What follows belongs to an exercise in optimizing a design on an open flow for small area; a production flow would make more cautious choices.
RTL that was checked went through simulation tests only; none was proved equivalent to the original.
The RTL of runs 2 to 4 was laid out without a check of its function.
No activity file was given, so power comes from the tool's default toggle rates.

**flow/config.mk**
```make
export PLATFORM = sky130hd
export DESIGN_NAME = path
export DESIGN_NICKNAME = path
export VERILOG_FILES = /design/flow/design.v
export SDC_FILE = /design/flow/constraint.sdc
export NUM_CORES = 4
export LEC_CHECK = 0
export CAP_MARGIN = 20
export CORE_MARGIN = 2
export CORE_UTILIZATION = 40
export SLEW_MARGIN = 20
```
**flow/constraint.sdc**
```tcl
create_clock -name core_clock -period 5.0 [get_ports {clk}]
set_input_delay 1.0000 -clock core_clock [delete_from_list [all_inputs] [get_ports {clk}]]
set_output_delay 1.0000 -clock core_clock [all_outputs]
set_load 0.01 [all_outputs]
```
**flow/design.v**
```verilog
`timescale 1ns/10ps
module fifo (data_i, write_i, read_i, full_o, empty_o, data_o, clk, rst_n);
parameter DWIDTH = 8, FDEPTH = 5;
input wire [DWIDTH-1:0] data_i;
input wire write_i, read_i;
output full_o, empty_o;
output reg [DWIDTH-1:0] data_o;
input wire clk, rst_n;
reg [2:0]j, n_j;
reg [DWIDTH-1:0] n_data;
reg [DWIDTH-1:0] mem [FDEPTH-1:0];
reg [DWIDTH-1:0] n_mem [FDEPTH-1:0];
assign empty_o = j == 0 ? 1 : 0;
assign full_o = j >= (FDEPTH) ? 1 : 0;
always@(*) begin
	n_j = j;
	data_o = 0;
	n_mem[0] = mem[0];
	n_mem[1] = mem[1];
	n_mem[2] = mem[2];
	n_mem[3] = mem[3];
	n_mem[4] = mem[4];
	if(write_i && read_i)begin
		data_o = mem[0];
		case(j)
			1:begin
				n_mem[0] = data_i;
				n_mem[1] = 0;
				n_mem[2] = 0;
				n_mem[3] = 0;
				n_mem[4] = 0;
			end
			2:begin
				n_mem[0] = mem[1];
				n_mem[1] = data_i;
				n_mem[2] = 0;
				n_mem[3] = 0;
				n_mem[4] = 0;
			end
			3:begin
				n_mem[0] = mem[1];
				n_mem[1] = mem[2];
				n_mem[2] = data_i;
				n_mem[3] = 0;
				n_mem[4] = 0;
			end
			4:begin
				n_mem[0] = mem[1];
				n_mem[1] = mem[2];
				n_mem[2] = mem[3];
				n_mem[3] = data_i;
				n_mem[4] = 0;
			end
			5:begin
				n_mem[0] = mem[1];
				n_mem[1] = mem[2];
				n_mem[2] = mem[3];
				n_mem[3] = mem[4];
				n_mem[4] = data_i;
			end
		endcase
		n_j = j;
	end
	else if(!write_i && read_i)begin
		data_o = mem[0];
		n_mem[0] = mem[1];
		n_mem[1] = mem[2];
		n_mem[2] = mem[3];
		n_mem[3] = mem[4];
		n_mem[4] = 0;
		n_j = j - 1;
	end
	else if(write_i && !read_i)begin
		data_o = 0;
		n_mem[j] = data_i;
		n_j = j + 1;
	end
end
always @(posedge clk, negedge rst_n) begin
	if(!rst_n) begin
		j <= 0;
		mem[0] <= 0;
		mem[1] <= 0;
		mem[2] <= 0;
		mem[3] <= 0;
		mem[4] <= 0;
	end
	else begin
		j <= n_j;
		mem[0] <= n_mem[0];
		mem[1] <= n_mem[1];
		mem[2] <= n_mem[2];
		mem[3] <= n_mem[3];
		mem[4] <= n_mem[4];
	end
end
endmodule
`timescale 1ns/10ps
module path(clk, rst_n, data1_i, data2_i, valid1_i, valid2_i, data_o, req_o, gnt_i, stop1_o, stop2_o, valid_o);
parameter DWIDTH = 8;
parameter FDEPTH = 5;
input clk;
input rst_n;
input [DWIDTH-1:0] data1_i;
input [DWIDTH-1:0] data2_i;
input valid1_i;
input valid2_i;
input gnt_i;
output req_o;
output reg stop1_o;
output reg stop2_o;
output reg [DWIDTH-1:0] data_o;
output reg valid_o;
wire [DWIDTH-1:0] fifo_o;
wire full, empty, valid_i, almost_full;
wire bypass;
wire read_i;
wire write_i;
wire [DWIDTH-1:0] data_i;
reg n_req_o;
reg n_stop1_o;
reg n_stop2_o;
reg [DWIDTH-1:0] n_data_o;
reg n_valid_o; 
reg [3:0]count;
reg [3:0]n_count;
reg switch,n_switch;
reg [DWIDTH-1:0]n_data_i;
assign valid_i = valid1_i || valid2_i;
assign bypass = empty && gnt_i && valid_i;
assign data_i = n_data_i;
assign read_i = !empty && gnt_i;
assign write_i = !bypass && ((!switch && valid1_i && !stop1_o) || (switch && valid2_i && !stop2_o));
assign req_o = !empty || bypass;
always@(*) begin
	n_data_o =  data_o;
	n_valid_o = valid_o;
	n_count = count;
	n_switch = switch;
	if(full && !read_i) begin
		stop1_o = 1;
		stop2_o = 1;
	end
	else begin
		if(switch)begin
			stop1_o = 1;
			stop2_o = 0;
		end
		else begin
			stop1_o = 0;
			stop2_o = 1;
		end
	end
	if(!switch && valid1_i && !stop1_o)begin
		n_data_i = data1_i;
		if(count == 9)begin
			n_count = 0;
			n_switch = 1;
		end
		else begin
			n_count = count + 1;
			n_switch = 0;
		end
	end
	else if(switch && valid2_i && !stop2_o)begin
		n_data_i = data2_i;
		if(count == 9)begin
			n_count = 0;
			n_switch = 0;
		end
		else begin
			n_count = count + 1;
			n_switch = 1;
		end
	end
	else begin
		n_data_i = 0;
		n_count = count;
		n_switch = switch;
	end
	if(bypass)begin
		n_data_o =  n_data_i;
		n_valid_o = 1;
	end
	else if(read_i)begin
		n_data_o = fifo_o;
		n_valid_o = 1;
	end
	else begin
		n_data_o = data_o;
		n_valid_o = 0;
	end
end
always@(posedge clk, negedge rst_n)	begin
    if (!rst_n) begin
		data_o <= 0;
		valid_o <= 0;
		count <= 0;
		switch <= 0;
	end else begin
		data_o <=  n_data_o;
		valid_o <= n_valid_o;
		count <= n_count;
		switch <= n_switch;
	end
end
fifo fifo_inst (.data_i(data_i), .write_i(write_i), .read_i(read_i),
                .full_o(full), .empty_o(empty),
                .data_o(fifo_o), .clk(clk), .rst_n(rst_n));
endmodule
```
**flow/run.sh**
```bash
#!/bin/bash
# synth_recipe.tcl (not shown) runs the flow's synth.tcl, then flattens the netlist and writes it again
# the make line also repeats each setting of config.mk as NAME=value (left out here)
make -C /OpenROAD-flow-scripts/flow DESIGN_CONFIG=/design/flow/config.mk WORK_HOME=/design/flow/orfs CLKGATE_MAP_FILE= SYNTH_SCRIPT=/design/flow/synth_recipe.tcl finish
```
==> results.txt, run 1 <==
- From synthesis to final layout, the design area changed by 14.5%.
- The initial utilization of the core area, before any placement, comes to ~41%.
- The clock net in this run drives a total of 57 sinks.
- The post-route antenna net violation count is 0.
- The largest net degree at the start of global routing is 40.
- Setup repair after global routing left no endpoint under its margin.
- The floorplan step defined a core boundary enclosing between 8000 and 9000 sq um.
- The floorplan step defined a die boundary enclosing between 9000 and 10000 sq um.
- Averaged over all synthesized cells, the footprint is approximately 9.5 sq um.
- The critical path goes through clkdlybuf4s50_1 -> o21ai_0 -> or2_0 -> nand2_1 -> inv_1 -> ha_1 -> nor2_2 -> o21ai_1 -> and2_1 -> a31oi_1.
- The worst-margin pin slew is about 0.76 ns.
- The leakage power total is between 0.0015 and 0.002 uW.
- The post-synthesis sequential area ratio is around two fifths.
- The maximum clock insertion buffer count is 2.
- The fraction of the cycle the final worst path needs is 83.0%.
- The number of fillers in the final layout is 828.
- The sequential share of power is around a third.
- The first-pass GRT wire length is between 10 and 15 mm.
- The number of standard cells after synthesis is roughly 360.
- Clock-pin slew was measured on the worst setup and hold paths at roughly 0.060 ns.
- Counting flops with a built-in enable in the synthesized netlist gives 0.
- The clock buffer count from CTS is 9.
- The cell with the largest stage delay on the worst path is sky130_fd_sc_hd__clkdlybuf4s50_1.
- The number of buffer and inverter instances along the worst setup path is 2.
- The weighted congestion at the end of routability-driven global placement is around 0.87.
- The kind of cell adding the most delay to the critical path is simple AND/OR/NAND/NOR gates.
- The max-slew violation count is 0.
- At the later pin of the worst-skew pair, clock insertion delay measures 0.34 ns.
- For this run, the leading register cell type out of synthesis is sky130_fd_sc_hd__dfrtp_1.
- The first routing iteration left 272 violations.
- For the worst setup path, the data arrival time is roughly 4.4 ns.
- The DRC violation count after routing is 0.
- The share of final-layout standard cells stronger than drive strength 1 is about 12%.
- The switching share of total power is about 45%.
- Headroom to the max-slew limit came out at between 40% and 50%.
- The post-synth design cell area is roughly 3400 sq um.
- The largest stage delay on the critical path is 0.61 ns.
- The library cells used most frequently in the layout, excluding fill and tap cells, are 57 x sky130_fd_sc_hd__dfrtp_1, 38 x sky130_fd_sc_hd__nand2_1, 37 x sky130_fd_sc_hd__nand3_1.
- The via density per instance is 5.50.
- The largest clock skew in the final design is 0.00861 ns.
- Buffers added to address setup during post-CTS repair amount to 0.
- The initial antenna violation count was 0.
- For this design, the CTS-stage hold fixing added 0 buffers.
- The class of the tightest hold or removal check is flip-flop to flip-flop.
- The number of hold violations in the final report was 0.
- Leaving out fill and tap cells, the most frequent cell in the layout is sky130_fd_sc_hd__dfrtp_1.
- Combinational cells account for between 50% and 60% of the total power.
- The worst setup path is launched from an input port.
- The total overflow reported by the global router is 0.
- The time the final worst path needs with I/O delays and setup is between 4 and 5 ns.
- The net count of the finished layout is around 410.
- The power density normalized to cell area is about 680 nW/um^2.
- In this run, post-CTS repair resized a total of 0 instances.
- The repair_antennas step left the layout with diodes totalling 0.
- The flow ran to the end and the layout has no timing, DRC or antenna violations.
- Setup violations remaining at the end of the flow were counted as 0.
- Along the worst path, the maximum fanout reaches 16.
- The maximum level of the CTS H-tree is 3.
- The die outline height is between 90 and 100 microns.
- The placed wire-length estimate is 6.10 mm.
- Summed over all nets, the switching power comes to between 1000 and 1500 uW.
- Based on the critical path, the design can be clocked at up to between 0.2 and 0.25 GHz.
- The total wirelength of the detailed-routed design is roughly 8.2 mm.
- The highest ir drop seen on vdd is roughly 0.25 mV.
- The number of port buffers is 32.
- The number of max-capacitance violations reported is 0.
- The clock power share is 14.2%.
- The count of different cell masters after synthesis is 52.
- The share of flip-flops with an asynchronous set or reset is 100%.
- The wire length per cell is 16.7 microns.
- In this run the horizontal extent of the chip is slightly below 100 microns.
- 33 I/O pins were placed.
- STA puts the critical path data required time at between 5 and 6 ns.
- The number of flip-flops and latches in the synthesized netlist is 57.
- In this run the core area contains 33 standard-cell rows.
- The worst setup path is captured at a flip-flop.
- The worst setup path category is input port to flip-flop.
- TritonCTS built the clock tree.
- The total global-route track usage is 19.7%.
- Hold is met by a little under 0.5 ns.
- The final-layout setup total negative slack is 0 ns.
- The number of detailed-routing iterations run before antenna repair is 5.
- The clock tree root driver cell is sky130_fd_sc_hd__clkbuf_8.
- The total internal power is 1450 uW.
- The number of global-route vias before repair was 2605.
- The via count is between 2000 and 3000.
- The Yosys warning count is 4.
## routing by layer
| metal | track usage (%) | wire length [microns] | vias to the layer above | share of wire, % |
|---|---|---|---|---|
| met4 | 6.46 | 195 | 0 | 2.4 |
| li1 | - | - | 1356 | - |
| met1 | 28.3 | 3990 | 1269 | 48 |
| met3 | 5.04 | 508 | 14 | 6.2 |
| met2 | 29.1 | 3530 | 79 | 43 |
| met5 | 0 | 0 | - | 0 |
## logic make-up (layout without fill, tap and decap cells)
kind of cell / after synthesis / in the layout / share of synthesized area, %
AOI/OAI and AO/OA: 114 / 114 / 26.8
xor gates and xnor gates: 4 / 4 / 1.03
adders and majority gates: 9 / 9 / 3.29
buffers and inverters: 27 / 58 / 5.05
DFF: 57 / 57 / 41.7
muxes: 3 / 3 / 1.02
and+or+nand+nor: 144 / 144 / 21.0
## synthesized netlist by cell type (all sizes together), types with 2 or more instances
master | count | area [sq um]
a21oi | 33 | 206
a221oi | 2 | 52.6
a22o | 9 | 78.8
a22oi | 24 | 282
a311oi | 2 | 41.3
a31oi | 18 | 113
and2 | 2 | 12.5
and3 | 2 | 12.5
buf | 15 | 128
clkbuf | 5 | 18.8
dfrtp | 57 | 1430
ha | 9 | 113
inv | 7 | 26.3
mux2i | 2 | 23.8
nand2 | 40 | 155
nand2b | 14 | 87.6
nand3 | 37 | 185
nand3b | 8 | 60.1
nor2 | 29 | 111
nor2b | 2 | 12.5
nor3 | 2 | 10.0
nor3b | 2 | 20.0
o21ai | 21 | 105
or2 | 2 | 15.0
xnor2 | 3 | 26.3
## flip-flops by register name, indices dropped and copies added (netlist names)
| signal | count |
|---|---|
| fifo_inst.mem | 40 |
| data_o | 8 |
| count | 4 |
| fifo_inst.j | 3 |
| switch | 1 |
| valid_o | 1 |
## final timing paths
kind	endpoint	slack [ns]	start	depth (start not counted)
max in group asynchronous	fifo_inst.mem[2][2]	3.55	rst_n	2
max	fifo_inst.mem[1][4]	0.85	valid1_i	10
min	data_o[0]	0.49	fifo_inst.mem[0][0]	2
min in group asynchronous	count[0]	0.59	rst_n	1
min reg2reg	data_o[0]	0.49	fifo_inst.mem[0][0]	2
max reg2reg	fifo_inst.mem[1][4]	1.26	fifo_inst.j[1]	11
## worst reg2reg max path: stages (launching register included)
cell and delay, ns:
sky130_fd_sc_hd__dfrtp_1 0.46, sky130_fd_sc_hd__inv_1 0.12, sky130_fd_sc_hd__ha_1 0.31, sky130_fd_sc_hd__or3_4 0.52, sky130_fd_sc_hd__a21oi_4 0.27, sky130_fd_sc_hd__nand2_1 0.14, sky130_fd_sc_hd__inv_1 0.09, sky130_fd_sc_hd__ha_1 0.47
sky130_fd_sc_hd__nor2_2 0.23, sky130_fd_sc_hd__o21ai_1 0.49, sky130_fd_sc_hd__and2_1 0.37, sky130_fd_sc_hd__a31oi_1 0.13
## per-stage QoR
step / area [sq um] / worst slack [ns] / util [%] / cells / power [uW]
floorplan: 3420 / 1.92 / - / 358 / 1970
detailed placement: 3740 / 0.562 / 45.3 / 478 / 2280
global route: 3910 / 0.416 / 47.4 / 494 / 2900
CTS: 3910 / 0.889 / 47.4 / 494 / 2670
global placement: 3740 / 0.746 / 45.3 / 478 / 2250
finish: 3910 / 0.848 / 47.4 / 494 / 2660
## cell type report
class	count	area, sq um	area share [%]
repair buffers	35	338	8.63
well taps	105	131	3.36
clock buffers	11	141	3.61
multi-input cells	274	1820	46.5
inverters	7	26.3	0.671
flip-flops and latches	57	1430	36.4
clock inverters	5	31.3	0.799
## power by group through the flow
| stage | sequential, uW | combinational (uW) | clock [uW] |
|---|---|---|---|
| after global routing | 907 | 1580 | 412 |
| after floorplan | 820 | 1150 | 0 |
| after detailed placement | 877 | 1400 | 0 |
| final | 875 | 1410 | 379 |
| after CTS | 873 | 1410 | 388 |
| after global placement | 871 | 1380 | 0 |
==> inputs of run 2 (changes only) <==
==> flow/design.v (replaced) <==
`timescale 1ns/10ps
module path(clk, rst_n, data1_i, data2_i, valid1_i, valid2_i, data_o, req_o, gnt_i, stop1_o, stop2_o, valid_o);
input clk;
input rst_n;
input [7:0] data1_i;
input [7:0] data2_i;
input valid1_i;
input valid2_i;
input gnt_i;
output req_o;
output stop1_o;
output stop2_o;
output reg [7:0] data_o;
output reg valid_o;
reg [4:0] v;         
reg [3:0] count;     
reg sel;             
reg [7:0] mem0, mem1, mem2, mem3, mem4;
wire empty   = !v[0];
wire full    = v[4];
wire read    = v[0] && gnt_i;
wire blocked = full && !gnt_i;
wire vsel    = sel ? valid2_i : valid1_i;
wire accept  = vsel && !blocked;
wire bypass  = empty && gnt_i && (valid1_i || valid2_i);
wire write   = accept && !bypass;
wire [7:0] din = sel ? data2_i : data1_i;
assign stop1_o = blocked || sel;
assign stop2_o = blocked || !sel;
assign req_o   = v[0] || bypass;
wire [7:0] oldest = ({8{v[0] & !v[1]}} & mem0) | ({8{v[1] & !v[2]}} & mem1)
                  | ({8{v[2] & !v[3]}} & mem2) | ({8{v[3] & !v[4]}} & mem3)
                  | ({8{v[4]}} & mem4);
always @(posedge clk) begin
	if (write) begin
		mem0 <= din;
		mem1 <= mem0;
		mem2 <= mem1;
		mem3 <= mem2;
		mem4 <= mem3;
	end
end
always @(posedge clk, negedge rst_n) begin
	if (!rst_n) begin
		v <= 5'd0;
		count <= 4'd0;
		sel <= 1'b0;
		data_o <= 8'd0;
		valid_o <= 1'b0;
	end else begin
		if (write && !read)
			v <= {v[3:0], 1'b1};
		else if (read && !write)
			v <= {1'b0, v[4:1]};
		if (accept) begin
			if (count == 4'd9) begin
				count <= 4'd0;
				sel <= !sel;
			end else
				count <= count + 4'd1;
		end
		valid_o <= bypass || read;
		if (bypass)
			data_o <= accept ? din : 8'd0;
		else if (read)
			data_o <= oldest;
	end
end
endmodule
==> run 2 against run 1 <==
Worst hold slack lost 0.052 ns. Critical path depth shrank 6. Largest power group is now registers. Synthesized cell count shrank 54%. Cell count shrank 44%. Still clean. First-iteration DRC count shrank 59%.
==> results.txt, run 2 <==
- The post-synth design cell area is about 2400 sq um.
- The finished cells cover about 3000 sq um.
- Of the total power, registers draw slightly below 50%.
- The largest clock skew in the final design is around 0.0057 ns.
- The switching share of total power is 31.5%.
- At the later pin of the worst-skew pair, clock insertion delay measures approximately 0.33 ns.
- The maximum level of the CTS H-tree is 3.
- The weighted congestion at the end of routability-driven global placement is ~0.78.
- The floorplan core area is between 5000 and 6000 sq um.
- The startpoint kind of the worst setup timing path is an input port.
- For the pin with the worst max-slew slack, the measured transition is 0.938 ns.
- The run finished with no timing, DRC or antenna violations.
- The library cells used most frequently in the layout, excluding fill and tap cells, are 40 x sky130_fd_sc_hd__edfxtp_1, 32 x sky130_fd_sc_hd__clkdlybuf4s50_1, 19 x sky130_fd_sc_hd__dfrtp_1.
- Internal power comes to about 1200 uW.
- The number of setup buffers added after CTS is 0.
- In the post-synthesis netlist, the cell with the most instances is sky130_fd_sc_hd__edfxtp_1.
- In the final layout, the share of cells above drive strength 1 is 13.2%.
- The TritonCTS sink count is 59.
- The flip-flop cell with the highest count after synthesis is sky130_fd_sc_hd__edfxtp_1.
- The net count of the finished layout is ~220.
- The netlist uses 28 different library cells.
- Of all flip-flops after synthesis, the portion carrying an async set or reset was 32.2%.
- The power density normalized to cell area is around 600 nW/um^2.
- The final cell count without fillers is 279.
- The net switching power is roughly 560 uW.
- The number of buffer and inverter instances along the worst setup path is 2.
- The DRC violation count after routing is 0.
- The initial antenna violation count is 0.
- The max-slew violation count is 0.
- The number of global-route vias before repair is about 1600.
- Combinational logic is responsible for between 20% and 30% of the overall power.
- The number of standard cells after synthesis is 164.
- The average cell area after synthesis is 14.6 sq um.
- The count of buffers added on input and output ports is 32.
- The total wirelength of the detailed-routed design is between 4 and 5 mm.
- The routed length on met3 is 257 microns.
- On the critical path, the stage with the largest delay is an instance of sky130_fd_sc_hd__clkdlybuf4s50_1.
- The leakage power total is roughly 0.0011 uW.
- The required arrival time at the worst endpoint is 4.00 ns.
- For this block, wires on met1 add up to roughly 2.2 mm.
- The die outline height is between 80 and 90 microns.
- Entering global routing, the biggest net connects 24 pins.
- The fraction of the cycle the final worst path needs is 69.5%.
- Global routing finished with a remaining overflow of 0.
- The critical path endpoint category is an output pin.
- The highest attainable clock frequency is about 0.29 GHz.
- The clock power share is between 20% and 30%.
- Setup repair after global routing left no endpoint under its margin.
- The post-synthesis sequential area ratio is between 60% and 70%.
- The total met2 wirelength after detailed routing is 2.53 mm.
- After floorplanning, the core was divided into 28 placement rows.
- Yosys attributes the largest share of cell area to sky130_fd_sc_hd__edfxtp_1 50%, sky130_fd_sc_hd__dfrtp_1 20%, sky130_fd_sc_hd__mux2_2 3.8%, sky130_fd_sc_hd__a221o_1 3.3%, sky130_fd_sc_hd__a21oi_1 2.5%.
- The commonest cells after synthesis are 40 x sky130_fd_sc_hd__edfxtp_1, 19 x sky130_fd_sc_hd__dfrtp_1, 16 x sky130_fd_sc_hd__nand2_1, 12 x sky130_fd_sc_hd__a21oi_1, 9 x sky130_fd_sc_hd__nor2b_1.
- Walking the worst path, the cells encountered are clkdlybuf4s50_1 -> nand2b_1 -> nand2b_1 -> clkdlybuf4s50_1.
- For this block, the via count after detailed routing is approximately 1500.
- The clock tree root driver cell is sky130_fd_sc_hd__clkbuf_8.
- At the worst endpoint, the arrival time is between 2 and 2.5 ns.
- TritonCTS built the clock tree.
- The number of antenna diodes in the final layout is 0.
- The largest fanout on the critical path is 6.
- The time the final worst path needs with I/O delays and setup is about 3.5 ns.
- The first-pass GRT wire length is slightly below 8 mm.
- The class of the tightest hold or removal check is flip-flop to flip-flop.
- The die covers around 6600 sq um.
- The area growth from synthesis to layout is 23.5%.
- The completed layout was analyzed and its total power is ~1800 uW.
- In this run the biggest area consumer among cell types represents 50.1% of the synthesized area.
- The tool flagged a number of max-cap violations equal to 0.
- The library cell used most frequently in the layout, excluding fill and tap cells, is sky130_fd_sc_hd__edfxtp_1.
- The number of setup violations in the final report is 0.
- The worst setup path category is input port to output pin.
- The wire length per cell is between 15 and 20 microns.
- Adding up every negative setup slack in the final design gives 0 ns.
- The number of hold violations in the final report is 0.
- The I/O pin total is 33.
- The number of enable flip-flop cells after synthesis is 40.
- After the first detailed-routing iteration, the DRC count stood at 112.
- After detailed routing, the number of vias per cell comes to 5.34.
- Across every metal layer, demand over resource in global routing totals 16.3%.
- Before antenna repair, the detailed router went through 5 iterations.
- The post-cts repair resize count is 0.
- The cell total after placement is around 260.
- For this configuration, the core starts out at a cell density of between 40 and 50%.
- The dominant cell type by area after synthesis is sky130_fd_sc_hd__edfxtp_1.
- The number of clock buffers added by TritonCTS is 9.
- The die outline width is about 81 microns.
- The largest stage delay on the critical path is ~0.54 ns.
- In this run the cell area measured after placement is 2780 sq um.
- In this run the remaining antenna-violating nets after routing total 0.
- For this run, the number of Yosys warnings is 1.
- In this design, the largest share of critical-path delay is due to buffers and inverters.
- The clock slew seen by the registers of the worst setup and hold paths is 0.06 ns.
- The maximum clock insertion buffer count is 2.
- The highest routing layer actually used is met4.
- The highest ir drop seen on vdd is about 0.27 mV.
- The number of buffers inserted for hold repair after clock tree synthesis is 0.
- The placed wire-length estimate is approximately 3.4 mm.
- The number of flip-flops and latches in the synthesized netlist is 59.
- The worst slew margin relative to its limit is 37.3%.
run 2: changes by cell type after synthesis, sizes merged, moves of 13 or more:
| cell | change |
|---|---|
| o21ai | -13 |
| nand2 | -24 |
| edfxtp | +40 |
| dfrtp | -38 |
| a31oi | -15 |
| a22oi | -18 |
| nor2 | -29 |
| nand3 | -36 |
| a21oi | -21 |
run 2: final timing paths:
| kind | from | endpoint | slack, ns | cells after the start |
|---|---|---|---|---|
| worst max-delay path | gnt_i | stop1_o | 1.53 | 4 |
| worst min-delay path | mem0[0] | mem1[0] | 0.44 | 0 |
| worst max register to register | sel | v[2] | 2.50 | 6 |
| worst min register to register | mem0[0] | mem1[0] | 0.44 | 0 |
| max in group asynchronous | rst_n | v[4] | 3.24 | 1 |
| min in group asynchronous | rst_n | count[1] | 1.19 | 1 |
run 2: cell type report:
cell class	instances	area, sq um
sequential	59	1680
clock inverter	5	53.8
fill	490	2890
tap	75	93.8
timing repair buffer	33	328
multi-input combinational	93	668
inverter	3	11.3
clock buffer	11	131
run 2: worst reg2reg max path, delay by kind of cell, from the launching register on:
kind,cells,cell delay [ns]
and+or+nand+nor,1,0.12
muxes,2,0.51
DFF,1,0.70
AOI/OAI and AO/OA,2,0.62
adders and majority gates,1,0.42
run 2: layer usage:
layer  vias to the layer above  track usage [%]
met2                        36             26.0
met3                         2             6.04
met5                         -                0
met1                       746             19.9
li1                        705                -
met4                         0             6.95
run 2: power groups by stage:
stage | Clock (uW) | Sequential [uW] | Combinational, uW
final | 408 | 870 | 490
after global routing | 437 | 893 | 537
after CTS | 417 | 870 | 495
after detailed placement | 0 | 878 | 494
after global placement | 0 | 860 | 476
after floorplan | 0 | 841 | 327
run 2: cell families (layout without fill, tap and decap cells):
kind of cell,Yosys count,in the layout,synth area share (%)
flip-flops,59,59,69.9
AO/OA/AOI/OAI,44,44,13.1
AND/OR/NAND/NOR,33,33,6.99
multiplexers,12,12,5.63
buffers and inverters,12,52,2.71
XOR/XNOR,3,3,1.10
adder cells (fa/ha/maj),1,1,0.522
run 2: stage by stage:
step | hold WS [ns] | utilization (%) | worst slack (ns)
floorplan | 0.418 | - | 0.724
global placement | 0.427 | 47.5 | 1.59
detailed placement | 0.426 | 47.5 | 1.54
CTS | 0.440 | 50.6 | 1.53
global route | 0.452 | 50.6 | 1.47
finish | 0.440 | 50.6 | 1.53
==> inputs of run 3 (changes only) <==
--- a/flow/config.mk
+++ b/flow/config.mk
@@ -8,4 +8,7 @@
 export CAP_MARGIN = 20
 export CORE_MARGIN = 2
 export CORE_UTILIZATION = 40
+export CTS_BUF_LIST = sky130_fd_sc_hd__clkbuf_4
+export CTS_CLUSTER_DIAMETER = 100
+export CTS_CLUSTER_SIZE = 30
 export SLEW_MARGIN = 20
==> run 3 against run 2 <==
Still clean. Critical path depth is the same. Critical path type unchanged. Cell count is the same. Sequential power is essentially flat. First-iteration DRC count shrank 8.9%. Via count shrank 0.20%. Final area shrank 1.6%. Flip-flop and latch count is the same. Die area is the same.
==> results.txt, run 3 <==
- The flow ran to the end and the layout has no timing, DRC or antenna violations.
- The dominant cell type by area after synthesis is sky130_fd_sc_hd__edfxtp_1.
- In this run, synthesis inferred 40 flip-flops with an integrated enable.
- The first-pass GRT wire length is 7.67 mm.
- The time the final worst path needs with I/O delays and setup is 3.47 ns.
- From synthesis to final layout, the design area changed by 21.5%.
- The placed wire-length estimate is between 3 and 4 mm.
- The I/O pin total is 33.
- Detailed routing inserted a total of 1486 vias.
- The via density per instance is between 5 and 6.
- The critical path endpoint category is an output pin.
- The fraction of the cycle the final worst path needs is around 69%.
- After synthesis, the share of flip-flops with an asynchronous set or reset is roughly 32%.
- The min-delay analysis places its worst path in the category flip-flop to flip-flop.
- The number of setup buffers added after CTS is 0.
- The share of the Yosys chip area taken by registers is 69.9%.
- In this run the deepest clock path goes through 2 buffers.
- The die outline height is between 80 and 90 microns.
- The initial antenna violation count was 0.
- The largest fanout on the critical path is 6.
- The most frequently used cell type in the post-synthesis netlist is sky130_fd_sc_hd__edfxtp_1.
- The number of max-capacitance violations reported is 0.
- The total area of multi-input combinational cells is between 600 and 700 sq um.
- For this design, the CTS-stage hold fixing added 0 buffers.
- Setup repair after global routing left no endpoint under its margin.
- The highest ir drop seen on vdd is about 0.33 mV.
- The number of global-route vias before repair is 1569.
- The largest individual stage delay along the critical path comes from the cell sky130_fd_sc_hd__clkdlybuf4s50_1.
- The post-route antenna net violation count is 0.
- The critical path is of the input port to output pin type.
- The data arrival time of the critical path is 2.47 ns.
- The area share of the largest cell type after synthesis is around 50%.
- The total wirelength of the detailed-routed design is ~5 mm.
- In this run the power density over the cells is 579 nW/um^2.
- The final cell count without fillers is 279.
- After detailed routing, the number of remaining DRC violations is 0.
- The first detailed-routing pass ran for 4 iterations.
- In this run the cell area of the synthesized design comes to around 2400 sq um.
- The starting density of the core is a little over 40%.
- Setup violations remaining at the end of the flow were counted as 0.
- After the last flow step, the layout net total stands at between 200 and 250.
- The total overflow reported by the global router is 0.
- After synthesis, the most frequently instantiated cells are 40 x sky130_fd_sc_hd__edfxtp_1, 19 x sky130_fd_sc_hd__dfrtp_1, 16 x sky130_fd_sc_hd__nand2_1, 12 x sky130_fd_sc_hd__a21oi_1, 9 x sky130_fd_sc_hd__nor2b_1.
- The area of the die is 6630 sq um.
- The clock buffer count from CTS is 9.
- The startpoint kind of the worst setup timing path is an input port.
- The largest single stage delay on the critical path is roughly 0.54 ns.
- The total global-route track usage is between 15 and 20%.
- The TritonCTS clock tree is built.
- The signal on the critical path passes through clkdlybuf4s50_1 -> nand2b_1 -> nand2b_1 -> clkdlybuf4s50_1.
- The worst slew margin relative to its limit is 36.7%.
- The largest net degree at the start of global routing is 24.
- The post-route netlist has about 14% of its cells at a drive strength greater than 1.
- The tree is rooted in a sky130_fd_sc_hd__clkbuf_4.
- The worst-margin pin slew is ~0.95 ns.
- During placement, the flow inserted port buffers numbering 32.
- Static timing analysis puts the maximum clock frequency at ~0.29 GHz.
- The clock latency reported for the late side of the worst-skew pair is roughly 0.39 ns.
- In this run the number of H-tree levels came out at 3.
- The max-slew violation count is 0.
- The count of different cell masters after synthesis is 28.
- The count of antenna diodes in the layout is 0.
- For this run, the number of Yosys warnings is 1.
- Yosys attributes the largest share of cell area to sky130_fd_sc_hd__edfxtp_1 50%, sky130_fd_sc_hd__dfrtp_1 20%, sky130_fd_sc_hd__mux2_2 3.8%, sky130_fd_sc_hd__a221o_1 3.3%, sky130_fd_sc_hd__a21oi_1 2.5%.
- In the final routed layout, each cell accounts on average for between 15 and 20 microns.
- The clock drives just under 60 sinks.
- The post-cts repair resize count is 0.
- In this run, synthesis produced a sequential element count of between 50 and 60.
- In this run, placement finished with an instance count of approximately 260.
- The number of standard cells after synthesis is 164.
- The final-layout setup total negative slack is 0 ns.
- The number of rows created at floorplan is 28.
- In the layout the commonest cells are 40 x sky130_fd_sc_hd__edfxtp_1, 32 x sky130_fd_sc_hd__clkdlybuf4s50_1, 19 x sky130_fd_sc_hd__dfrtp_1.
- Clock skew on the completed layout was measured at approximately 0.013 ns.
- The required arrival time at the worst endpoint is about 4 ns.
- The flip-flop cell with the highest count after synthesis is sky130_fd_sc_hd__edfxtp_1.
- The number of hold violations in the final report is 0.
- The weighted congestion at the end of routability-driven global placement is roughly 0.8.
- The die outline width is about 81 microns.
- Leaving out fill and tap cells, the most frequent cell in the layout is sky130_fd_sc_hd__edfxtp_1.
- The violation count after the first detailed-routing iteration is about 100.
- The total power after layout is approximately 1700 uW.
- The clock slew seen by the registers of the worst setup and hold paths is 0.09 ns.
- The average cell area after synthesis is 14.6 sq um.
- The filler cells instantiated in the layout total roughly 500.
- The sequential cell area in the final layout is ~1700 sq um.
- The floorplan core area is slightly below 6000 sq um.
- In this run the static leakage power is approximately 0.0011 uW.
-- run 3: changes by cell type in the layout (fill, tap and decap cells not counted) --
cell and delta:
sky130_fd_sc_hd__clkbuf_4 +11, sky130_fd_sc_hd__clkbuf_1 -2, sky130_fd_sc_hd__clkbuf_8 -9
-- run 3: metrics by stage --
step	instance area [sq um]	hold slack, ns	setup WS, ns	util, %
finish	2910	0.446	1.53	49.8
global route	2910	0.461	1.47	49.8
CTS	2910	0.448	1.53	49.8
detailed placement	2780	0.426	1.54	47.5
global placement	2780	0.427	1.59	47.5
floorplan	2400	0.418	0.724	-
-- run 3: logic make-up (layout without fill, tap and decap cells) --
family / after synthesis / after routing / share of synthesized area (%)
xor gates and xnor gates: 3 / 3 / 1.10
and+or+nand+nor: 33 / 33 / 6.99
adders and majority gates: 1 / 1 / 0.522
muxes: 12 / 12 / 5.63
buffers and inverters: 12 / 52 / 2.71
DFF: 59 / 59 / 69.9
AOI/OAI and AO/OA: 44 / 44 / 13.1
-- run 3: worst max-delay path, delay by kind of cell --
kind / cells / cell delay (ns)
buffers and inverters: 2 / 1.07
AND/OR/NAND/NOR: 2 / 0.40
-- run 3: routing by layer --
metal	global-route usage (%)	wire length, microns
met5	0	0
met4	6.78	21
met3	6.04	244
met2	26.1	2540
met1	19.4	2160
-- run 3: path summary, 6_finish.rpt --
kind / start / end / slack [ns] / cells past startpoint
min: mem0[0] / mem1[0] / 0.45 / 0
max reg2reg: sel / v[2] / 2.52 / 6
min reg2reg: mem0[0] / mem1[0] / 0.45 / 0
max in group asynchronous: rst_n / count[0] / 3.29 / 1
min in group asynchronous: rst_n / count[1] / 1.13 / 1
max: gnt_i / stop1_o / 1.53 / 4
-- run 3: layout make-up --
cell class / instances / share of cell area [%]
multi-input combinational: 93 / 22.9
sequential: 59 / 57.5
timing repair buffer: 33 / 11.2
inverter: 3 / 0.386
clock inverter: 5 / 1.85
clock buffer: 11 / 2.83
tap: 75 / 3.22
-- run 3: power breakdown --
| part | internal [uW] | leakage [uW] | total [uW] | switching, uW |
|---|---|---|---|---|
| Sequential | 741 | 0.000623 | 867 | 126 |
| Clock | 162 | 0.0000806 | 330 | 168 |
| Combinational | 240 | 0.000365 | 490 | 251 |
==> inputs of run 4 (changes only) <==
==> flow/flow/run.sh (new file) <==
#!/bin/bash
# The standard ORFS layout (standard.sh), with two changes to what it inserts:
#  - port buffers are the smallest buffer cell (buf_1) instead of clkdlybuf4s50_1;
#  - clock tree synthesis uses small clock buffers and inserts no dummy loads.
# The full make output goes to standard.log in this folder; ORFS's per-step
# logs stay under orfs/logs/.
set -euo pipefail
export BUFFER_PORTS_ARGS="-buffer_cell sky130_fd_sc_hd__buf_1"
export CTS_ARGS="-sink_clustering_enable -repair_clock_nets -dont_use_dummy_load -buf_list sky130_fd_sc_hd__clkbuf_4"
bash standard.sh > standard.log 2>&1
==> flow/standard.sh (new file) <==
#!/bin/bash
# synth_recipe.tcl (not shown) runs the flow's synth.tcl, then flattens the netlist and writes it again
# the make line also repeats each setting of config.mk as NAME=value (left out here)
make -C /OpenROAD-flow-scripts/flow DESIGN_CONFIG=/design/flow/config.mk WORK_HOME=/design/flow/orfs CLKGATE_MAP_FILE= SYNTH_SCRIPT=/design/flow/synth_recipe.tcl "${@:-finish}"
--- a/flow/config.mk
+++ b/flow/config.mk
@@ -8,7 +8,4 @@
 export CAP_MARGIN = 20
 export CORE_MARGIN = 2
 export CORE_UTILIZATION = 40
-export CTS_BUF_LIST = sky130_fd_sc_hd__clkbuf_4
-export CTS_CLUSTER_DIAMETER = 100
-export CTS_CLUSTER_SIZE = 30
 export SLEW_MARGIN = 20
removed: flow/run.sh
==> run 4 against run 3 <==
Critical endpoint is now stop2_o. Register-to-register slack improved by 0.41 ns. Final area fell by 9.2%. Still clean on timing, DRC and antenna. Synthesized cell count did not move. Maximum frequency rose by 28%. Flip-flop and latch count did not move. Global-route usage rose by 0.15 points. Critical path depth did not move. Die area did not move. Combinational power fell by 13%. First-iteration DRC count fell by 4.9%.
==> results.txt, run 4 <==
- Overall power consumption after layout is estimated at approximately 1500 uW.
- The worst-margin pin slew is 0.803 ns.
- Of the cells placed in the final design, the portion with a size suffix greater than 1 is a little under an eighth.
- The largest individual stage delay along the critical path comes from the cell sky130_fd_sc_hd__buf_1.
- Yosys attributes the largest share of cell area to sky130_fd_sc_hd__edfxtp_1 50%, sky130_fd_sc_hd__dfrtp_1 20%, sky130_fd_sc_hd__mux2_2 3.8%, sky130_fd_sc_hd__a221o_1 3.3%, sky130_fd_sc_hd__a21oi_1 2.5%.
- The total global-route track usage is between 10% and 20%.
- Synthesis produced a netlist whose cell count is 164.
- In this run the number of H-tree levels came out at 3.
- The number of enable flip-flop cells after synthesis is 40.
- In the routed layout, each cell is associated on average with a via count of roughly 5.3.
- After synthesis the netlist holds a flip-flop and latch count of a little under 60.
- The number of clock buffers added by TritonCTS is 9.
- Once detail routing completed, the nets flagged for antenna violations numbered 0.
- Counting instances, the worst hold path has a depth of 0.
- 0 antenna diodes ended up in the layout.
- The highest attainable clock frequency is 0.368 GHz.
- The post-placement cell area is 2580 sq um.
- Counting cells, the worst reg-to-reg path comes to 4.
- The worst hold path belongs to the class flip-flop to flip-flop.
- The post-route core utilization is between 40% and 50%.
- The total wirelength of the detailed-routed design is roughly 4.5 mm.
- The number of hold buffers added after CTS was 0.
- In this run the power density over the cells is ~570 nW/um^2.
- The largest fanout on the critical path is 6.
- The number of port buffers is 32.
- The max-slew violation count came to 0.
- Post-CTS timing repair inserted 0 buffers for setup.
- STA classifies the critical path endpoint as an output pin.
- For this run, the post-layout net count is 221.
- The most frequently used cell type in the post-synthesis netlist is sky130_fd_sc_hd__edfxtp_1.
- For this run, the register share of the synthesized area comes to between 60 and 70%.
- The required arrival time at the worst endpoint is ~4.0 ns.
- The post-synth design cell area is between 2000 and 2500 sq um.
- The number of max-capacitance violations reported is 0.
- The initial antenna violation count is 0.
- The final-layout setup total negative slack is 0 ns.
- After synthesis, the share of flip-flops with an asynchronous set or reset is approximately a third.
- The maximum clock insertion buffer count is 2.
- The clock latency reported for the late side of the worst-skew pair is 0.38 ns.
- Row generation in the floorplan step produced 28 rows.
- The first-pass GRT wire length is roughly 7.6 mm.
- The flow ran to the end and the layout has no timing, DRC or antenna violations.
- The number of global-route vias before repair is around 1500.
- The TritonCTS clock tree is built.
- The post-placement worst setup slack is around 2.3 ns.
- A synthesized cell averages roughly 15 sq um.
- Clock skew on the completed layout was measured at 0.0214 ns.
- The worst pin sits at a relative slew slack of approximately 46%.
- The dominant cell type by area after synthesis is sky130_fd_sc_hd__edfxtp_1.
- The die outline height is roughly 81 microns.
- The final setup slack of the worst path is approximately 2.3 ns.
- The floorplan core area is approximately 6000 sq um.
- The commonest non-fill, non-tap cell in the layout is sky130_fd_sc_hd__edfxtp_1.
- Entering global routing, the biggest net connects 41 pins.
- The startpoint kind of the worst setup timing path is an input port.
- The data arrival time of the critical path is roughly 1.7 ns.
- After detailed routing, the number of remaining DRC violations is 0.
- Summed over its instances, the top area cell type makes up around half of the synthesized netlist area.
- The initial utilization of the core area, before any placement, comes to between 40 and 50%.
- The tree is rooted in a sky130_fd_sc_hd__clkbuf_4.
- Counting instances in the post-synthesis netlist gives the leading cell types as 40 x sky130_fd_sc_hd__edfxtp_1, 19 x sky130_fd_sc_hd__dfrtp_1, 16 x sky130_fd_sc_hd__nand2_1, 12 x sky130_fd_sc_hd__a21oi_1, 9 x sky130_fd_sc_hd__nor2b_1.
- 33 I/O pins were placed.
- Setup repair after global routing left no endpoint under its margin.
- The Yosys warning count is 1.
- The critical path's most frequent cell is sky130_fd_sc_hd__buf_1.
- The worst-case IR drop observed on VDD is around 0.28 mV.
- The number of detailed-routing iterations run before antenna repair is 4.
- The number of buffers and inverters on the critical path is 2.
- The total overflow reported by the global router is 0.
- The tree built by TritonCTS fans out to just under 60 sinks.
- The violation count after the first detailed-routing iteration is between 90 and 100.
- The final route contains ~1500 vias.
- The analysis attributes to cell leakage a power of roughly 0.00095 uW.
- In the final routed layout, each cell accounts on average for between 15 and 20 microns.
- The area of the die is ~6600 sq um.
- The kind of cell adding the most delay to the critical path is buffers and inverters.
- In this design, the stage delay of the slowest critical-path cell is around 0.26 ns.
- After clock tree synthesis, the clock-pin slew on the worst setup and hold paths is about 0.09 ns.
- The die is 81.4 microns wide.
- Compared with the post-synthesis result, the final layout area differs by 10.3%.
- The number of setup violations in the final report is 0.
- Leaving out fill and tap cells, the most frequent cells in the layout are 40 x sky130_fd_sc_hd__edfxtp_1, 31 x sky130_fd_sc_hd__buf_1, 19 x sky130_fd_sc_hd__dfrtp_1.
- The weighted congestion at the end of routability-driven global placement is about 0.76.
- The time the final worst path needs with I/O delays and setup is between 2 and 3 ns.
- Gates resized during post-CTS repair numbered 0.
- The number of hold violations in the final report came to 0.
- The worst setup path category is input port to output pin.
- Traced cell by cell, the critical path runs through buf_1 -> nand2b_1 -> nand2_1 -> buf_1.
- The count of different cell masters after synthesis is 28.
- After legalization and detailed placement, the total HPWL measured just under 3 mm.
- The number of cells on the critical path is 4.
- With fillers left out, the area of the finished cells amounts to approximately 2600 sq um.
- In the synthesized netlist the dominant register cell turns out to be sky130_fd_sc_hd__edfxtp_1.
- Dividing the final minimum period by the clock period gives a little over half.
## run 4: cell counts after synthesis
No cell type changed its count.
## run 4: cell type report
cell class | instances | area [sq um]
repair buffers | 33 | 129
inverters | 3 | 11.3
well taps | 75 | 93.8
multi-input cells | 93 | 668
fillers | 519 | 3200
clock buffers | 9 | 67.6
flip-flops and latches | 59 | 1680
## run 4: path summary, 6_finish.rpt
kind / slack [ns] / end / start
min reg2reg: 0.44 / mem3[1] / mem2[1]
max reg2reg: 2.93 / mem3[0] / sel
max in group asynchronous: 4.05 / data_o[2] / rst_n
min in group asynchronous: 0.58 / count[2] / rst_n
max: 2.28 / stop2_o / gnt_i
min: 0.44 / mem3[1] / mem2[1]
## run 4: power breakdown
part / total (uW) / internal [uW] / switching (uW)
sequential: 863 / 742 / 121
clock: 223 / 83.5 / 140
combinational: 424 / 179 / 245
## run 4: cells by family after synthesis
family / after synthesis / share of synthesized area, %
multiplexers: 12 / 5.63
buffers and inverters: 12 / 2.71
AND/OR/NAND/NOR: 33 / 6.99
XOR/XNOR: 3 / 1.10
adder cells (fa/ha/maj): 1 / 0.522
AO/OA/AOI/OAI: 44 / 13.1
flip-flops: 59 / 69.9
## run 4: routing by layer
layer | up-vias | routed length, microns | part of all wire [%] | GRT usage [%]
li1 | 696 | - | - | -
met1 | 723 | 2200 | 49 | 23.0
met5 | - | 0 | 0 | 0
met2 | 30 | 2120 | 47 | 23.1
met4 | 0 | 59 | 1.3 | 8.14
met3 | 6 | 151 | 3.3 | 4.62
## run 4: per-stage QoR
step | hold slack [ns] | std cells
after floorplan | 0.418 | 164
after global placement | 0.425 | 263
after detailed placement | 0.429 | 263
after CTS | 0.438 | 272
after global routing | 0.454 | 272
final | 0.442 | 272
==> inputs of run 5 (changes only) <==
--- a/flow/design.v
+++ b/flow/design.v
@@ -31,6 +31,7 @@
 wire [7:0] oldest = ({8{v[0] & !v[1]}} & mem0) | ({8{v[1] & !v[2]}} & mem1)
                   | ({8{v[2] & !v[3]}} & mem2) | ({8{v[3] & !v[4]}} & mem3)
                   | ({8{v[4]}} & mem4);
+wire a0 = accept & count[0];
 always @(posedge clk) begin
 	if (write) begin
 		mem0 <= din;
@@ -52,13 +53,11 @@
 			v <= {v[3:0], 1'b1};
 		else if (read && !write)
 			v <= {1'b0, v[4:1]};
-		if (accept) begin
-			if (count == 4'd9) begin
-				count <= 4'd0;
-				sel <= !sel;
-			end else
-				count <= count + 4'd1;
-		end
+		count[0] <= count[0] ^ accept;
+		count[1] <= count[1] ^ (a0 & !count[3]);
+		count[2] <= count[2] ^ (a0 & count[1]);
+		count[3] <= count[3] ^ (a0 & ((count[1] & count[2]) | count[3]));
+		sel <= sel ^ (a0 & count[3]);
 		valid_o <= bypass || read;
 		if (bypass)
 			data_o <= accept ? din : 8'd0;
==> flow/flow/run.sh (replaced) <==
#!/bin/bash
# The standard ORFS layout (standard.sh), with changes to what it inserts and sizes:
#  - port buffers are the smallest buffer cell (buf_1) instead of clkdlybuf4s50_1;
#  - clock tree synthesis uses small clock buffers and inserts no dummy loads;
#  - buffers from synthesis are removed, and gates off the critical paths downsized.
# The full make output goes to standard.log in this folder; ORFS's per-step
# logs stay under orfs/logs/.
set -euo pipefail
export BUFFER_PORTS_ARGS="-buffer_cell sky130_fd_sc_hd__buf_1"
export CTS_ARGS="-sink_clustering_enable -repair_clock_nets -dont_use_dummy_load -buf_list sky130_fd_sc_hd__clkbuf_4 -sink_clustering_size 30 -sink_clustering_max_diameter 200"
export REMOVE_ABC_BUFFERS=1
export RECOVER_POWER=100
bash standard.sh > standard.log 2>&1
==> run 5 against run 4 <==
The layout now fails its checks (capacitance limit, slew limit). Synthesized cell count decreased by 6.7%. Sequential share of layout area up 1.4 points. Critical path depth is the same. Cell count decreased by 4.8%. Clock skew is 0.0043 ns higher. Sequential power fell by 2%.
==> results.txt, run 5 <==
- The run finished, with violations left.
- The reasons given for failing layout checks are capacitance limit, slew limit.
- In this run the number of H-tree levels came out at 3.
- In this run switching power makes up around a third of total power.
- The maximum clock insertion buffer count is 2.
- The worst-margin pin slew is roughly 1.6 ns.
- The number of post-CTS setup repair buffers is 0.
- For the final database, setup skew stands at 0.0257 ns.
- From left edge to right edge, the die measures just over 80 microns.
- Of all nets on the critical path, the largest fanout is 25.
- In this run, synthesis produced a sequential element count of approximately 60.
- The I/O pin total is 33.
- After detailed routing, the wire length on met1 is approximately 2.2 mm.
- In the final design database the tool counted roughly 210 nets.
- The die covers 6530 sq um.
- The sequential share of power is 58.6%.
- Among all cell types in the netlist, the one instantiated most often is sky130_fd_sc_hd__edfxtp_1.
- The worst setup path is of the flip-flop to flip-flop kind.
- Clock tree synthesis selected as its root buffer the cell sky130_fd_sc_hd__clkbuf_4.
- The first global-routing pass estimated slightly below 8 mm of wire.
- The routed design has roughly 5 mm of wire.
- Setup repair after global routing left no endpoint under its margin.
- The leakage power total is between 0.0009 and 0.001 uW.
- The count of different cell masters after synthesis is 25.
- The number of buffers inserted for hold repair after clock tree synthesis is 0.
- Across every metal layer, demand over resource in global routing totals roughly 17%.
- The post-route antenna net violation count is 0.
- The number of rows created at floorplan is 27.
- The filler cells instantiated in the layout total between 500 and 600.
- At the later pin of the worst-skew pair, clock insertion delay measures around 0.40 ns.
- Combinational cells account for between 20% and 30% of the total power.
- Across the run, the number of max-cap violations was 1.
- For this design the total switching power over the nets is roughly 480 uW.
- The total overflow reported by the global router is 0.
- The sequential cell area in the final layout is around 1700 sq um.
- Summing every instance area after synthesis gives 2360 sq um.
- The final-layout setup total negative slack is 0 ns.
- Routability-driven placement finished with a final weighted congestion of 0.709.
- Among all flip-flop cells after synthesis, the most frequent one is sky130_fd_sc_hd__edfxtp_1.
- For this run, the top clock speed supported by timing is just over 0.3 GHz.
- STA classifies the critical path endpoint as a flip-flop.
- Entering global routing, the biggest net connects 26 pins.
- In the synthesized netlist the async set-or-reset flop fraction comes to about a third.
- The detailed router used layers up to and including met4.
- The commonest cells after synthesis are 40 x sky130_fd_sc_hd__edfxtp_1, 19 x sky130_fd_sc_hd__dfrtp_1, 13 x sky130_fd_sc_hd__nand2_1, 10 x sky130_fd_sc_hd__a22oi_1.
- The commonest non-fill, non-tap cell in the layout is sky130_fd_sc_hd__edfxtp_1.
- The first TritonRoute pass finished after 5 iterations.
- After routing the design area is 2590 sq um.
- The number of enable flip-flop cells after synthesis is 40.
- Of the post-synthesis cell area, the dominant cell type holds 50.9%.
- Clock tree synthesis inserted a total of 9 buffers.
- In this run the power density over the cells is 556 nW/um^2.
- Setup violations remaining at the end of the flow were counted as 0.
- In the routed design, unresolved DRC markers number 0.
- The time the final worst path needs with I/O delays and setup is between 3 and 4 ns.
- The number of port buffers is 32.
- The total area inside the core boundary comes to 5610 sq um.
- The post-placement cell area is about 2500 sq um.
- In this run, the clock network consumes between 15 and 20% of the power.
- After synthesis, the cell types taking the most area are sky130_fd_sc_hd__edfxtp_1 51%, sky130_fd_sc_hd__dfrtp_1 20%, sky130_fd_sc_hd__mux2_2 3.8%, sky130_fd_sc_hd__a221o_1 3.4%, sky130_fd_sc_hd__a22oi_1 3.2%.
- Gates resized during post-CTS repair numbered 0.
- Summed over all nets, wire length on met3 after detailed routing comes to 357 microns.
- VDD sags by at most roughly 0.23 mV.
- The number of hold violations in the final report was 0.
- The total power after layout is roughly 1400 uW.
- Summed over all instances, the cell type with the most area after synthesis is sky130_fd_sc_hd__edfxtp_1.
- For this configuration, the core starts out at a cell density of a little over two fifths.
- Cells with a size suffix above 1 make up under 10% of the layout.
- The count of antenna diodes in the layout is 0.
- Headroom to the max-slew limit came out at -5.24%.
- The top cell types in the final layout, fill and taps aside, are 40 x sky130_fd_sc_hd__edfxtp_1, 31 x sky130_fd_sc_hd__buf_1, 19 x sky130_fd_sc_hd__dfrtp_1.
- In the routed layout, each cell is associated on average with a via count of about 5.6.
- From synthesis to final layout, the design area changed by 9.70%.
- The TritonCTS clock tree is built.
- Clock-pin slew was measured on the worst setup and hold paths at around 0.090 ns.
- For this run, the register share of the synthesized area comes to ~71%.
- The data arrival time of the critical path is approximately 3.2 ns.
- CTS saw 59 sinks.
- The HPWL after detailed placement is approximately 3.1 mm.
- On the final layout, the worst hold slack is between 0.4 and 0.5 ns.
- The post-route core utilization is between 40 and 50%.
- For this run, the number of Yosys warnings is 1.
- The required arrival time at the worst endpoint is 4.99 ns.
- The class of the tightest hold or removal check is flip-flop to flip-flop.
- The wire length per cell is 19.2 microns.
- The number of standard cells after synthesis is around 150.
- The total met2 wirelength after detailed routing is around 2.3 mm.
- The die outline height is between 80 and 90 microns.
- Dividing the final minimum period by the clock period gives 64.6%.
- The max-slew violation count is 10.
- The average cell area after synthesis is around 15 sq um.
- Summing over every cut layer, the via total after detailed routing is around 1400.
- Cell internal power was estimated by the tool at ~960 uW.
- The startpoint kind of the worst setup timing path is a flip-flop.
- The violation count after the first detailed-routing iteration is ~120.
- The initial antenna violation count was 0.
- The number of global-route vias before repair is about 1500.
- In the final layout, the multi-input gates occupy around 620 sq um.
==> run 5: cell families after synthesis <==
group                      after synthesis  synth area share (%)
DFF                                     59                  71.0
AOI/OAI and AO/OA                       42                  13.5
and+or+nand+nor                         24                  5.35
muxes                                   12                  5.51
buffers and inverters                   11                  2.49
xor gates and xnor gates                 3                  1.11
adders and majority gates                2                  1.06
==> run 5: power groups by stage <==
stage               Combinational [uW]  Sequential [uW]  Clock, uW
floorplan                          255              824          0
finish                             364              844        231
global placement                   366              841          0
global route                       412              863        261
detailed placement                 380              850          0
CTS                                381              843        242
==> run 5: area by class of cell <==
type	instances	area share (%)
Multi-Input combinational cell	83	24.0
Timing Repair Buffer	33	4.78
Inverter	3	0.435
Clock buffer	9	2.61
Sequential cell	59	64.7
Tap cell	72	3.48
==> run 5: final timing paths <==
kind	endpoint	cells past startpoint	slack [ns]	startpoint
max in group asynchronous	data_o[6]	1	3.49	rst_n
worst max-delay path	mem2[4]	4	1.77	sel
worst min-delay path	mem3[1]	0	0.45	mem2[1]
min in group asynchronous	data_o[4]	1	0.80	rst_n
worst max register to register	mem2[4]	4	1.77	sel
worst min register to register	mem3[1]	0	0.45	mem2[1]
==> run 5: critical path, stage by stage (launching register included) <==
cell and delay [ns]:
sky130_fd_sc_hd__dfrtp_1 0.76, sky130_fd_sc_hd__mux2i_1 0.21, sky130_fd_sc_hd__a21oi_1 0.21, sky130_fd_sc_hd__o21a_1 0.63, sky130_fd_sc_hd__clkbuf_1 1.02
==> run 5: metrics by stage <==
step,setup WS [ns],cells
CTS,2.30,259
floorplan,1.93,145
finish,1.77,259
detailed placement,1.94,250
global route,1.43,259
global placement,2.17,250
==> run 5: layer usage <==
layer,GRT usage [%],vias to the layer above
met4,6.27,0
li1,-,665
met3,7.44,6
met5,0,-
met1,22.7,705
met2,25.9,64
==> inputs of run 6 (changes only) <==
--- a/flow/flow/run.sh
+++ b/flow/flow/run.sh
@@ -7,7 +7,7 @@
 # logs stay under orfs/logs/.
 set -euo pipefail
 export BUFFER_PORTS_ARGS="-buffer_cell sky130_fd_sc_hd__buf_1"
-export CTS_ARGS="-sink_clustering_enable -repair_clock_nets -dont_use_dummy_load -buf_list sky130_fd_sc_hd__clkbuf_4 -sink_clustering_size 30 -sink_clustering_max_diameter 200"
+export CTS_ARGS="-sink_clustering_enable -repair_clock_nets -dont_use_dummy_load -buf_list sky130_fd_sc_hd__clkbuf_8 -sink_clustering_size 64 -sink_clustering_max_diameter 500"
 export REMOVE_ABC_BUFFERS=1
 export RECOVER_POWER=100
 bash standard.sh > standard.log 2>&1
==> run 6 against run 5 <==
The layout still fails its checks (capacitance limit, slew limit). Critical path type unchanged. Highest routed layer unchanged. Final area increased by 2.2%. Maximum frequency fell by 0.55%. Sequential power barely moved. Largest power group unchanged.
==> results.txt, run 6 <==
- The flow ran to the end, but the layout failed its checks.
- A clean result was blocked by capacitance limit, slew limit.
- The highest ir drop seen on vdd is just over 0.3 mV.
- The floorplan core area is between 5000 and 6000 sq um.
- The post-route antenna net violation count is 0.
- For this run, the number of Yosys warnings is 1.
- In this run, distinct cell masters in the synthesized netlist total 25.
- The post-cts repair resize count is 0.
- The max-slew violation count is 10.
- For this block, the initial DRC count from the detailed router was 130.
- The class of the tightest hold or removal check is flip-flop to flip-flop.
- Yosys mapped a number of flops with a built-in enable equal to 40.
- Leaving out fill and tap cells, the most frequent cell in the layout is sky130_fd_sc_hd__edfxtp_1.
- The via count is 1464.
- The share of final-layout standard cells stronger than drive strength 1 is just under 7%.
- The dominant cell type by area after synthesis is sky130_fd_sc_hd__edfxtp_1.
- The number of setup violations in the final report is 0.
- STA classifies the critical path startpoint as a flip-flop.
- From left edge to right edge, the die measures 80.8 microns.
- The summed area of non-filler cells in the final layout is roughly 2600 sq um.
- The number of global-route vias before repair came to 1527.
- The die outline height is about 81 microns.
- Dividing the detail-routed via count by the number of cells gives 5.65.
- The library cells used most frequently in the layout, excluding fill and tap cells, are 40 x sky130_fd_sc_hd__edfxtp_1, 31 x sky130_fd_sc_hd__buf_1, 19 x sky130_fd_sc_hd__dfrtp_1.
- The first global-routing pass estimated approximately 7.9 mm of wire.
- The number of buffers inserted for hold repair after clock tree synthesis is 0.
- The number of hold violations in the final report was 0.
- The count of antenna diodes in the layout is 0.
- STA classifies the critical path endpoint as a flip-flop.
- The initial antenna violation count was 0.
- The net count of the finished layout is approximately 210.
- The tool flagged a number of max-cap violations equal to 1.
- The share of flip-flops with an asynchronous set or reset is 32.2%.
- The number of post-CTS setup repair buffers is 0.
- The floorplan has 27 rows.
- The fraction of the cycle the final worst path needs is 64.9%.
- For the worst setup path, the data required time is just under 5 ns.
- The worst-margin pin slew is 1.63 ns.
- The total overflow reported by the global router is 0.
- The number of detailed-routing iterations run before antenna repair is 5.
- The power density normalized to cell area is 578 nW/um^2.
- The most frequently used cell type in the post-synthesis netlist is sky130_fd_sc_hd__edfxtp_1.
- The largest stage delay on the critical path is around 1.0 ns.
- Relative to the synthesized area, the layout overhead comes to 12.1%.
- The count of buffers added on input and output ports is 32.
- Once placement finished, the instance area stood at 2530 sq um.
- The clock slew seen by the registers of the worst setup and hold paths is approximately 0.070 ns.
- Sorting the synthesized cells by area gives the leading types as sky130_fd_sc_hd__edfxtp_1 51%, sky130_fd_sc_hd__dfrtp_1 20%, sky130_fd_sc_hd__mux2_2 3.8%, sky130_fd_sc_hd__a221o_1 3.4%, sky130_fd_sc_hd__a22oi_1 3.2%.
- The die covers about 6500 sq um.
- By count the netlist is led by 40 x sky130_fd_sc_hd__edfxtp_1, 19 x sky130_fd_sc_hd__dfrtp_1, 13 x sky130_fd_sc_hd__nand2_1, 10 x sky130_fd_sc_hd__a22oi_1.
- Across all hold checks on the routed design, the worst slack comes to approximately 0.45 ns.
- The final-layout setup total negative slack is 0 ns.
- Counting every instance in the synthesized netlist gives about 150.
- Setup repair after global routing left no endpoint under its margin.
- Data arrives at the worst endpoint at between 3 and 4 ns.
- The post-synthesis sequential area ratio is 71.0%.
- The time the final worst path needs with I/O delays and setup is 3.25 ns.
- CTS placed an instance of sky130_fd_sc_hd__clkbuf_8 at the clock tree root.
- The highest attainable clock frequency is 0.308 GHz.
- The post-route core utilization is approximately 47%.
- The average cell area after synthesis is 15.4 sq um.
- The clock buffer count from CTS is 9.
- Walking the worst path, the cells encountered are mux2i_1 -> a21oi_1 -> o21a_1 -> clkbuf_1.
- Summed over all nets, the half-perimeter wirelength after detailed placement is between 3 and 4 mm.
- The largest clock skew in the final design is around 0.017 ns.
- At the end of routability-driven placement, the weighted congestion stood at between 0.7 and 0.8.
- The wire length per cell is around 19 microns.
- Headroom to the max-slew limit came out at -9.33%.
- The initial utilization of the core area, before any placement, comes to between 40 and 50%.
- Summing every instance area after synthesis gives 2360 sq um.
- The maximum clock insertion buffer count is 2.
- The total global-route track usage is between 15 and 20%.
- The I/O pin total is 33.
- The area share of the largest cell type after synthesis is around half.
- The clock drives roughly 60 sinks.
- The largest net degree at the start of global routing is 26.
- For this design the static power due to leakage is a little over 0.0009 uW.
- At the later pin of the worst-skew pair, clock insertion delay measures approximately 0.33 ns.
- For this block, the routed nets add up to between 5 and 6 mm of wire.
- Among all flip-flop cells after synthesis, the most frequent one is sky130_fd_sc_hd__edfxtp_1.
- The worst setup path is of the flip-flop to flip-flop kind.
- The number of flip-flops and latches in the synthesized netlist is 59.
- The H-tree was split into 3 levels.
- The DRC violation count after routing is 0.
- The cell with the largest stage delay on the worst path is sky130_fd_sc_hd__clkbuf_1.
- The TritonCTS clock tree is built.
- Of all nets on the critical path, the largest fanout is 25.
[run 6: cell counts after synthesis]
Identical to the previous run, type by type.
[run 6: where the power goes]
part	internal [uW]	switching [uW]	total, uW
registers	727	119	846
clock network	160	157	317
logic	151	215	366
[run 6: area by class of cell]
cell class,count,area (sq um)
Inverter,3,11.3
Fill cell,530,2960
Timing Repair Buffer,33,124
Sequential cell,59,1680
Tap cell,72,90.1
Multi-Input combinational cell,83,621
Clock buffer,9,124
[run 6: kinds of logic after synthesis]
family / Yosys count / synth area share, %
mux: 12 / 5.51
flops: 59 / 71.0
xor+xnor: 3 / 1.11
buf+inv: 11 / 2.49
compound gates: 42 / 13.5
simple gates: 24 / 5.35
fa+ha+maj: 2 / 1.06
[run 6: critical path: cells and delay by family, from the launching register on]
family	cells	cell delay, ns
buffers and inverters	1	1.04
AOI/OAI and AO/OA	2	0.83
DFF	1	0.75
muxes	1	0.21
[run 6: worst paths after layout]
kind	from	end	slack, ns	cells past startpoint
max	sel	mem4[4]	1.75	4
min	mem2[4]	mem3[4]	0.45	0
max reg2reg	sel	mem4[4]	1.75	4
min reg2reg	mem2[4]	mem3[4]	0.45	0
max in group asynchronous	rst_n	data_o[6]	3.42	1
min in group asynchronous	rst_n	data_o[4]	0.88	1
[run 6: metrics by stage]
| step | setup slack, ns | instances | power (uW) |
|---|---|---|---|
| finish | 1.75 | 259 | 1530 |
| global route | 1.44 | 259 | 1620 |
| CTS | 2.30 | 259 | 1550 |
| detailed placement | 1.94 | 250 | 1230 |
| global placement | 2.17 | 250 | 1210 |
| floorplan | 1.93 | 145 | 1080 |
[run 6: metal layers]
metal	wire [microns]	global-route usage, %
met2	2350	25.8
met5	0	0
met1	2230	22.8
met3	384	7.11
met4	36	5.93
==> inputs of run 7 (changes only) <==
==> flow/flow/run.sh (replaced) <==
#!/bin/bash
# The standard ORFS layout (standard.sh), with changes to what it inserts:
#  - port buffers are the smallest buffer cell (buf_1) instead of clkdlybuf4s50_1;
#  - clock tree synthesis uses clkbuf_4 buffers and inserts no dummy loads;
#  - buffers that synthesis (ABC) inserted are removed at floorplan; the
#    resizer's repair_design puts back what slew and capacitance need.
# The full make output goes to standard.log in this folder; ORFS's per-step
# logs stay under orfs/logs/.
set -euo pipefail
export BUFFER_PORTS_ARGS="-buffer_cell sky130_fd_sc_hd__buf_1"
export CTS_ARGS="-sink_clustering_enable -repair_clock_nets -dont_use_dummy_load -buf_list sky130_fd_sc_hd__clkbuf_4"
export REMOVE_ABC_BUFFERS=1
bash standard.sh > standard.log 2>&1
--- a/flow/config.mk
+++ b/flow/config.mk
@@ -7,5 +7,5 @@
 export LEC_CHECK = 0
 export CAP_MARGIN = 20
 export CORE_MARGIN = 2
-export CORE_UTILIZATION = 40
+export CORE_UTILIZATION = 65
 export SLEW_MARGIN = 20
==> run 7 against run 6 <==
The run now finishes clean. Final area shrank 3.0%. Power decreased by 5.6%. Routed wire length is 5.6% lower. Synthesized cell count is the same. Largest cell class unchanged.
==> results.txt, run 7 <==
- The run finished with no timing, DRC or antenna violations.
- The required arrival time at the worst endpoint is 5.25 ns.
- The peak-usage layer in the global routing report is met2.
- The commonest non-fill, non-tap cell in the layout is sky130_fd_sc_hd__edfxtp_1.
- In the routed design, unresolved DRC markers number 0.
- After layout, the minimum clock period comes to approximately 2.9 ns.
- The adder and majority gate portion of the synthesized area is roughly 1.1%.
- For met1 alone, demand over resource in global routing was ~34%.
- The post-route core utilization is 75.2%.
- By area the synthesized netlist is led by sky130_fd_sc_hd__edfxtp_1 51%, sky130_fd_sc_hd__dfrtp_1 20%, sky130_fd_sc_hd__mux2_2 3.8%, sky130_fd_sc_hd__a221o_1 3.4%, sky130_fd_sc_hd__a22oi_1 3.2%.
- The fraction of the cycle the final worst path needs is a little under three fifths.
- The violation count after the first detailed-routing iteration is between 200 and 250.
- The data arrival time of the critical path is ~3.1 ns.
- Cells with a size suffix above 1 make up 12.3% of the layout.
- In this run the critical register-to-register path is launched from sel.
- The number of post-CTS setup repair buffers is 0.
- The critical path in this run is classified as flip-flop to flip-flop.
- In this run, synthesis inferred 40 flip-flops with an integrated enable.
- The number of standard cells after synthesis is 153.
- Global routing used around two fifths of the available met2 tracks.
- The count of different cell masters after synthesis is 25.
- The post-placement cell area is approximately 2500 sq um.
- The first-pass GRT wire length is approximately 7.7 mm.
- The path class of the tightest hold or removal check is flip-flop to flip-flop.
- The TritonCTS clock tree is built.
- Gates resized during post-CTS repair numbered 0.
- The area share of the largest cell type after synthesis is between 50 and 60%.
- By count the netlist is led by 40 x sky130_fd_sc_hd__edfxtp_1, 19 x sky130_fd_sc_hd__dfrtp_1, 13 x sky130_fd_sc_hd__nand2_1, 10 x sky130_fd_sc_hd__a22oi_1.
- Measured along the y axis, the die boundary spans 64.3 microns.
- The count of nets left with antenna violations once routing finished came out at 0.
- The power density normalized to cell area is roughly 560 nW/um^2.
- The synthesized netlist devotes between 10% and 20% of its cell area to compound gates.
- The maximum clock insertion buffer count is 2.
- The worst slew margin relative to its limit is between 30% and 40%.
- Counting the buffers created by CTS gives 9.
- The largest clock skew in the final design is about 0.015 ns.
- The via density per instance is around 6.4.
- The combinational family with the most area after synthesis is compound AO/OA/AOI/OAI gates.
- The starting density of the core is between 60% and 70%.
- The share of flip-flops with an asynchronous set or reset is about a third.
- For this block, the via count after detailed routing is 1500.
- The startpoint kind of the worst setup timing path is a flip-flop.
- Setup repair after global routing left no endpoint under its margin.
- The number of global-route vias before repair is about 1500.
- The simple logic cell fraction of the synthesized area is under 10%.
- The critical path endpoint category is a flip-flop.
- The number of flip-flops and latches in the synthesized netlist is 59.
- The total area of multi-input combinational cells is 626 sq um.
- The synthesized design spends more area on one cell type than any other, namely sky130_fd_sc_hd__edfxtp_1.
-- run 7: cell types whose count changed in the layout (fill, tap and decap cells not counted), sizes merged --
cell    change
buf         +1
clkbuf      -1
-- run 7: layout make-up --
type / count / share of cell area (%)
Tap cell: 46 / 2.24
Inverter: 3 / 0.439
Timing Repair Buffer: 33 / 5.02
Sequential cell: 59 / 65.3
Multi-Input combinational cell: 83 / 24.4
Clock buffer: 9 / 2.63
-- run 7: path summary, 6_finish.rpt --
kind,end,slack (ns),cells past startpoint
min in group asynchronous,count[1],0.56,1
worst min register to register,mem1[3],0.46,0
worst min-delay path,mem1[3],0.46,0
worst max-delay path,v[3],2.14,6
max in group asynchronous,v[3],4.09,1
worst max register to register,v[3],2.14,6
-- run 7: stage by stage --
step	setup WS, ns	total power (uW)
3_5_place_dp	1.78	1220
4_1_cts	2.17	1450
6_report	2.14	1440
3_3_place_gp	1.98	1200
5_1_grt	2.02	1520
2_1_floorplan	1.93	1080
-- run 7: power breakdown --
part	internal (uW)	switching [uW]
Combinational	159	214
Sequential	724	119
Clock	83.4	143
Total	967	476
-- run 7: kinds of logic after synthesis --
| group | count (synthesis) |
|---|---|
| mux | 12 |
| buf+inv | 11 |
| flops | 59 |
| simple gates | 24 |
| compound gates | 42 |
| xor+xnor | 3 |
| fa+ha+maj | 2 |
-- run 7: worst max-delay path: stages (launching register included) --
cell and delay, ns:
sky130_fd_sc_hd__dfrtp_1 0.71, sky130_fd_sc_hd__mux2i_1 0.21, sky130_fd_sc_hd__a21oi_1 0.21, sky130_fd_sc_hd__o21a_1 0.83, sky130_fd_sc_hd__ha_1 0.43, sky130_fd_sc_hd__mux2i_1 0.21, sky130_fd_sc_hd__o21ai_0 0.10
-- run 7: routing by layer --
layer | part of all wire [%] | vias up
li1 | - | 669
met5 | 0 | -
met3 | 6.0 | 5
met1 | 42 | 763
met2 | 51 | 63
met4 | 1.0 | 0

Setup slack of run 7, layout unchanged: 2.141 ns with ideal ports, 2.141 ns with driving cells assumed (clock clkbuf_16, inputs buf_2), 1.759 ns with port delays also shifted by the 0.409 ns mid clock arrival.
